Context: an optimization exercise on an open-source flow, tuned for small area, a short achievable clock period and few clock cycles. The choices shown serve that exercise and are no tape-out recipe.
RTL that was checked went through simulation tests only; none was proved equivalent to the original.

==> wip/indigo <==
==> flow/design.v (excerpt) <==
module EUCLIDs_GCD #(parameter N = 32)(
    input [N-1:0] a,
    input [N-1:0] b,
    input clk,
    input rst,
    input start,
    output [N-1:0] out,
    output reg done
);
    localparam W = N + 1;
    reg [N-1:0] u;
    reg [W-1:0] v;
    reg [4:0] k;
    reg run, fin;
    assign out = u;
    wire sv    = v[W-1];
    wire ue    = ~u[0];
    wire ve    = ~v[0];
    wire strip = ue & ve;            
    wire swp0  = ue & ~ve;           
    wire [W-1:0] x  = swp0 ? {W{1'b0}} : v;
    wire [W-1:0] ye = ve ? {W{1'b1}} : sv ? {1'b0, u[N-1:1], 1'b0} : ~{1'b0, u};
    wire [W-1:0] p = x ^ ye;
    wire [W-1:0] g = x & ye;
    localparam L = $clog2(N);
    wire [N-1:0] gl [0:L];
    wire [N-1:0] pl [0:L];
    assign gl[0] = g[N-1:0];
    assign pl[0] = p[N-1:0];
    genvar lv, i;
    generate for (lv = 0; lv < L; lv = lv + 1) begin : lvl
        for (i = 0; i < N; i = i + 1) begin : bt
            if ((i >> lv) & 1) begin : op
                assign gl[lv+1][i] = gl[lv][i] | (pl[lv][i] & gl[lv][((i >> lv) << lv) - 1]);
                assign pl[lv+1][i] = pl[lv][i] & pl[lv][((i >> lv) << lv) - 1];
            end else begin : pass
                assign gl[lv+1][i] = gl[lv][i];
                assign pl[lv+1][i] = pl[lv][i];
            end
        end
    end endgenerate
    wire [N-1:0] G = gl[L];
    wire [N-1:0] P = pl[L];
    wire [W-1:0] c = {G | P, 1'b1};      
    wire [W-1:0] w = p ^ c;
    wire term = P[N-1] & p[N] & ~swp0;
    wire swap = (w[W-1] ^ sv) | swp0;
    wire s1 = strip | ~p[1];
    wire s2 = ~s1 & ~p[2];
    wire s3 = ~s1 & p[2] & ~p[3];
    wire s4 = ~s1 & p[2] & p[3];
    wire [W-1:0] vn = ({W{s1}} & {{1{w[W-1]}}, w[W-1:1]}) | ({W{s2}} & {{2{w[W-1]}}, w[W-1:2]}) |
                      ({W{s3}} & {{3{w[W-1]}}, w[W-1:3]}) | ({W{s4}} & {{4{w[W-1]}}, w[W-1:4]});
    wire [N-1:0] va = {v[N-1:1] ^ {(N-1){sv}}, 1'b1};
    wire fin_now = (run & term) | fin;
  ...
==> module EUCLIDs_GCD, before the edit <==
module EUCLIDs_GCD #(parameter N = 32)(
    input [N-1:0] a,
    input [N-1:0] b,
    input clk,
    input rst,
    input start,
    output [N-1:0] out,
    output reg done
);
    localparam W = N + 1;
    reg [N-1:0] u;
    reg [W-1:0] v;
    reg [4:0] k;
    reg run, fin;
    assign out = u;
    wire sv    = v[W-1];
    wire ue    = ~u[0];
    wire ve    = ~v[0];
    wire strip = ue & ve;            
    wire swp0  = ue & ~ve;           
    wire [W-1:0] x  = swp0 ? {W{1'b0}} : v;
    wire [W-1:0] ye = ve ? {W{1'b1}} : sv ? {1'b0, u[N-1:1], 1'b0} : ~{1'b0, u};
    wire [W-1:0] p = x ^ ye;
    wire [W-1:0] g = x & ye;
    localparam L = $clog2(N);
    wire [N-1:0] gl [0:L];
    wire [N-1:0] pl [0:L];
    assign gl[0] = g[N-1:0];
    assign pl[0] = p[N-1:0];
    genvar lv, i;
    generate for (lv = 0; lv < L; lv = lv + 1) begin : lvl
        for (i = 0; i < N; i = i + 1) begin : bt
            if ((i >> lv) & 1) begin : op
                assign gl[lv+1][i] = gl[lv][i] | (pl[lv][i] & gl[lv][((i >> lv) << lv) - 1]);
                assign pl[lv+1][i] = pl[lv][i] & pl[lv][((i >> lv) << lv) - 1];
            end else begin : pass
                assign gl[lv+1][i] = gl[lv][i];
                assign pl[lv+1][i] = pl[lv][i];
            end
        end
    end endgenerate
    wire [N-1:0] G = gl[L];
    wire [N-1:0] P = pl[L];
    wire [W-1:0] c = {G | P, 1'b1};      
    wire [W-1:0] w = p ^ c;
    wire term = P[N-1] & p[N] & ~swp0;
    wire swap = (w[W-1] ^ sv) | swp0;
    wire s1 = strip | ~p[1];
    wire s2 = ~s1 & ~p[2];
    wire s3 = ~s1 & p[2] & ~p[3];
    wire s4 = ~s1 & p[2] & p[3];
    wire [W-1:0] vn = ({W{s1}} & {{1{w[W-1]}}, w[W-1:1]}) | ({W{s2}} & {{2{w[W-1]}}, w[W-1:2]}) |
                      ({W{s3}} & {{3{w[W-1]}}, w[W-1:3]}) | ({W{s4}} & {{4{w[W-1]}}, w[W-1:4]});
    wire [N-1:0] va = {v[N-1:1] ^ {(N-1){sv}}, 1'b1};
    wire fin_now = (run & term) | fin;
    wire k_low = (k[4:1] == 4'd0);
    always @(posedge clk or posedge rst) begin
        if (rst) begin
            run  <= 1'b0;
            fin  <= 1'b0;
            done <= 1'b0;
        end else begin
            done <= 1'b0;
            if (fin_now) begin
                run <= 1'b0;
                fin <= ~k_low;
                done <= k_low;
            end else if (!run) begin
                run <= start;
            end
        end
    end
    always @(posedge clk) begin
        v <= (run | fin) ? vn : {1'b0, b};
        if (fin_now) begin
            if (k != 5'd0) begin
                u <= {u[N-2:0], 1'b0};
                k <= k - 5'd1;
            end
        end else if (run) begin
            if (swap)
                u <= va;
            else if (strip)
                u <= {1'b0, u[N-1:1]};
            if (strip)
                k <= k + 5'd1;
        end else begin
            u <= a;
            k <= 5'd0;
        end
    end
endmodule
Settings: LEC_CHECK=0, CAP_MARGIN=20, CORE_MARGIN=2, CORE_UTILIZATION=40, SETUP_SLACK_MARGIN=2.0, SLEW_MARGIN=20; clock period 6.0 ns.
run.sh (not shown) runs the stock make flow with config.mk's settings and CLKGATE_MAP_FILE= SYNTH_SCRIPT=/design/flow/synth_recipe.tcl, a recipe that flattens the netlist after the stock synthesis.
==> wip/tundra: changes against wip/indigo <==
--- a/flow/design.v
+++ b/flow/design.v
@@ -14,20 +14,19 @@
     reg [4:0] k;
     reg run, fin;
     assign out = u;
+    reg ue, ve;
     wire sv    = v[W-1];
-    wire ue    = ~u[0];
-    wire ve    = ~v[0];
     wire strip = ue & ve;            
     wire swp0  = ue & ~ve;           
-    wire [W-1:0] x  = swp0 ? {W{1'b0}} : v;
-    wire [W-1:0] ye = ve ? {W{1'b1}} : sv ? {1'b0, u[N-1:1], 1'b0} : ~{1'b0, u};
-    wire [W-1:0] p = x ^ ye;
-    wire [W-1:0] g = x & ye;
-    localparam L = $clog2(N);
+    wire [W-1:1] x  = swp0 ? {N{1'b0}} : v[W-1:1];
+    wire [W-1:1] ye = ve ? {N{1'b1}} : sv ? {1'b0, u[N-1:1]} : ~{1'b0, u[N-1:1]};
+    wire [N-1:0] p = x ^ ye;         
+    wire [N-1:0] g = x & ye;
+    localparam L = 5;                
     wire [N-1:0] gl [0:L];
     wire [N-1:0] pl [0:L];
-    assign gl[0] = g[N-1:0];
-    assign pl[0] = p[N-1:0];
+    assign gl[0] = g;
+    assign pl[0] = p;
     genvar lv, i;
     generate for (lv = 0; lv < L; lv = lv + 1) begin : lvl
         for (i = 0; i < N; i = i + 1) begin : bt
@@ -42,16 +41,17 @@
     end endgenerate
     wire [N-1:0] G = gl[L];
     wire [N-1:0] P = pl[L];
-    wire [W-1:0] c = {G | P, 1'b1};      
-    wire [W-1:0] w = p ^ c;
-    wire term = P[N-1] & p[N] & ~swp0;
+    wire [N-1:0] c = {G[N-2:0] | P[N-2:0], 1'b1};    
+    wire [W-1:1] w = p ^ c;                          
+    wire term = P[N-1] & ~swp0;
     wire swap = (w[W-1] ^ sv) | swp0;
-    wire s1 = strip | ~p[1];
-    wire s2 = ~s1 & ~p[2];
-    wire s3 = ~s1 & p[2] & ~p[3];
-    wire s4 = ~s1 & p[2] & p[3];
+    wire s1 = strip | ~p[0];
+    wire s2 = ~s1 & ~p[1];
+    wire s3 = ~s1 & p[1] & ~p[2];
+    wire s4 = ~s1 & p[1] & p[2];
     wire [W-1:0] vn = ({W{s1}} & {{1{w[W-1]}}, w[W-1:1]}) | ({W{s2}} & {{2{w[W-1]}}, w[W-1:2]}) |
                       ({W{s3}} & {{3{w[W-1]}}, w[W-1:3]}) | ({W{s4}} & {{4{w[W-1]}}, w[W-1:4]});
+    wire vn0 = strip ? ~p[0] : ~(p[0] & p[1] & p[2] & p[3]);
     wire [N-1:0] va = {v[N-1:1] ^ {(N-1){sv}}, 1'b1};
     wire fin_now = (run & term) | fin;
     wire k_low = (k[4:1] == 4'd0);
@@ -73,20 +73,25 @@
     end
     always @(posedge clk) begin
         v <= (run | fin) ? vn : {1'b0, b};
+        ve <= (run | fin) ? ~vn0 : ~b[0];
         if (fin_now) begin
             if (k != 5'd0) begin
                 u <= {u[N-2:0], 1'b0};
                 k <= k - 5'd1;
             end
         end else if (run) begin
-            if (swap)
+            if (swap) begin
                 u <= va;
-            else if (strip)
+                ue <= 1'b0;
+            end else if (strip) begin
                 u <= {1'b0, u[N-1:1]};
+                ue <= ~u[1];
+            end
             if (strip)
                 k <= k + 5'd1;
         end else begin
             u <= a;
+            ue <= ~a[0];
             k <= 5'd0;
         end
     end
==> wip/amber: changes against wip/indigo <==
--- a/flow/design.v
+++ b/flow/design.v
@@ -23,7 +23,7 @@
     wire [W-1:0] ye = ve ? {W{1'b1}} : sv ? {1'b0, u[N-1:1], 1'b0} : ~{1'b0, u};
     wire [W-1:0] p = x ^ ye;
     wire [W-1:0] g = x & ye;
-    localparam L = $clog2(N);
+    localparam L = 5;                    
     wire [N-1:0] gl [0:L];
     wire [N-1:0] pl [0:L];
     assign gl[0] = g[N-1:0];
@@ -48,10 +48,9 @@
     wire swap = (w[W-1] ^ sv) | swp0;
     wire s1 = strip | ~p[1];
     wire s2 = ~s1 & ~p[2];
-    wire s3 = ~s1 & p[2] & ~p[3];
-    wire s4 = ~s1 & p[2] & p[3];
+    wire s3 = ~s1 & p[2];
     wire [W-1:0] vn = ({W{s1}} & {{1{w[W-1]}}, w[W-1:1]}) | ({W{s2}} & {{2{w[W-1]}}, w[W-1:2]}) |
-                      ({W{s3}} & {{3{w[W-1]}}, w[W-1:3]}) | ({W{s4}} & {{4{w[W-1]}}, w[W-1:4]});
+                      ({W{s3}} & {{3{w[W-1]}}, w[W-1:3]});
     wire [N-1:0] va = {v[N-1:1] ^ {(N-1){sv}}, 1'b1};
     wire fin_now = (run & term) | fin;
     wire k_low = (k[4:1] == 4'd0);
==> wip/pepper: changes against wip/indigo <==
==> flow/design.v (replaced) <==
`timescale 1ns / 1ps
module EUCLIDs_GCD #(parameter N = 32)(
    input [N-1:0] a,
    input [N-1:0] b,
    input clk, 
    input rst,
    input start,
    output reg [N-1:0] out,
    output reg done
);
    reg [N-1:0] temp_a, temp_b;
    reg [1:0] ps, ns;
    parameter idle = 2'b00,
              compare = 2'b01,
              finish = 2'b10;
    always @(posedge clk or posedge rst) begin
        if (rst) begin
            ps <= idle;
            temp_a <= 0;
            temp_b <= 0;
            out <= 0;
            done <= 1'b0;
        end else begin
            ps <= ns;
            done <= 1'b0;
            if (ps == idle) begin
                temp_a <= a;
                temp_b <= b;
            end else if (ps == compare) begin
                if (temp_a > temp_b) begin
                    temp_a <= temp_a - temp_b;
                end else if (temp_a < temp_b) begin
                    temp_b <= temp_b - temp_a;
                end
            end else if (ps == finish) begin
                out <= (temp_a == 0) ? temp_b : temp_a;
                done <= 1'b1;
            end
        end
    end
    always @(*) begin
        case (ps)
            idle: ns = start ? compare : idle;
            compare: ns = ((temp_a == temp_b) || (temp_a == 0) || (temp_b == 0)) ? finish : compare;
            finish: ns = idle;
            default: ns = idle;
        endcase
    end
endmodule
--- a/flow/config.mk
+++ b/flow/config.mk
@@ -8,5 +8,4 @@
 export CAP_MARGIN = 20
 export CORE_MARGIN = 2
 export CORE_UTILIZATION = 40
-export SETUP_SLACK_MARGIN = 2.0
 export SLEW_MARGIN = 20
==> comparison <==
wip/indigo went through all stages and came out clean. wip/amber finished clean. wip/tundra passed the timing, design-rule and antenna checks. wip/pepper went through all stages and came out clean.
Synthesized cell count, highest first: wip/tundra, wip/pepper, wip/indigo, wip/amber.
Via count, highest first: wip/tundra, wip/pepper, wip/indigo, wip/amber.
Die area, highest first: wip/tundra, wip/pepper, wip/indigo, wip/amber.
Routed wire length: wip/pepper is smaller than wip/tundra (about 1.9%).
Of wip/indigo and wip/pepper, wip/indigo has the higher global-route usage (gap 0.095 points).
Of wip/tundra and wip/indigo, wip/indigo has the higher clock skew (gap 8.4 ps).
Of wip/tundra and wip/amber, wip/tundra has the higher first-iteration DRC count (gap about 60%, measured against wip/amber).
Testbench counts of wip/amber, summed over its fixed seeds: cycles 43,190.
Testbench counts of wip/pepper, summed over its fixed seeds: cycles 265,731.
Function not checked in wip/indigo and wip/tundra: the RTL went through the layout flow alone.

## port drivers added, routing unchanged
The flow's constraints put no driver on any port. The routed layouts listed below were extracted and timed again, unchanged, in two steps. Step 1 sets driving cells, clkbuf_16 on the clock port and buf_2 on the other inputs (assumed; they add their load-dependent delay and slew). Step 2 adds t to the input delays and takes it off the output delays; t is the mean of the earliest and latest rising clock arrival at the registers after step 1. Input paths then give back, and output paths get back, about the clock's delay inside the block. a / b / c = no drivers / after step 1 / after step 2; a / b = the first two.
| run | t, ns | slack for setup (ns) | worst setup path at the end | latest minus earliest clock arrival (ns) | cell pins on the clock port's net |
|---|---|---|---|---|---|
| wip/indigo | 0.393 | 2.123 / 2.123 / 2.123 | register to register | 0.014 / 0.014 | 1 |
| wip/tundra | 0.401 | 2.132 / 2.132 / 2.132 | register to register | 0.006 / 0.006 | 1 |
| wip/amber | 0.390 | 2.189 / 2.189 / 2.189 | register to register | 0.014 / 0.014 | 1 |
| wip/pepper | 0.407 | 2.104 / 2.104 / 2.104 | register to register | 0.012 / 0.011 | 1 |
After both steps every run listed still meets setup and hold.
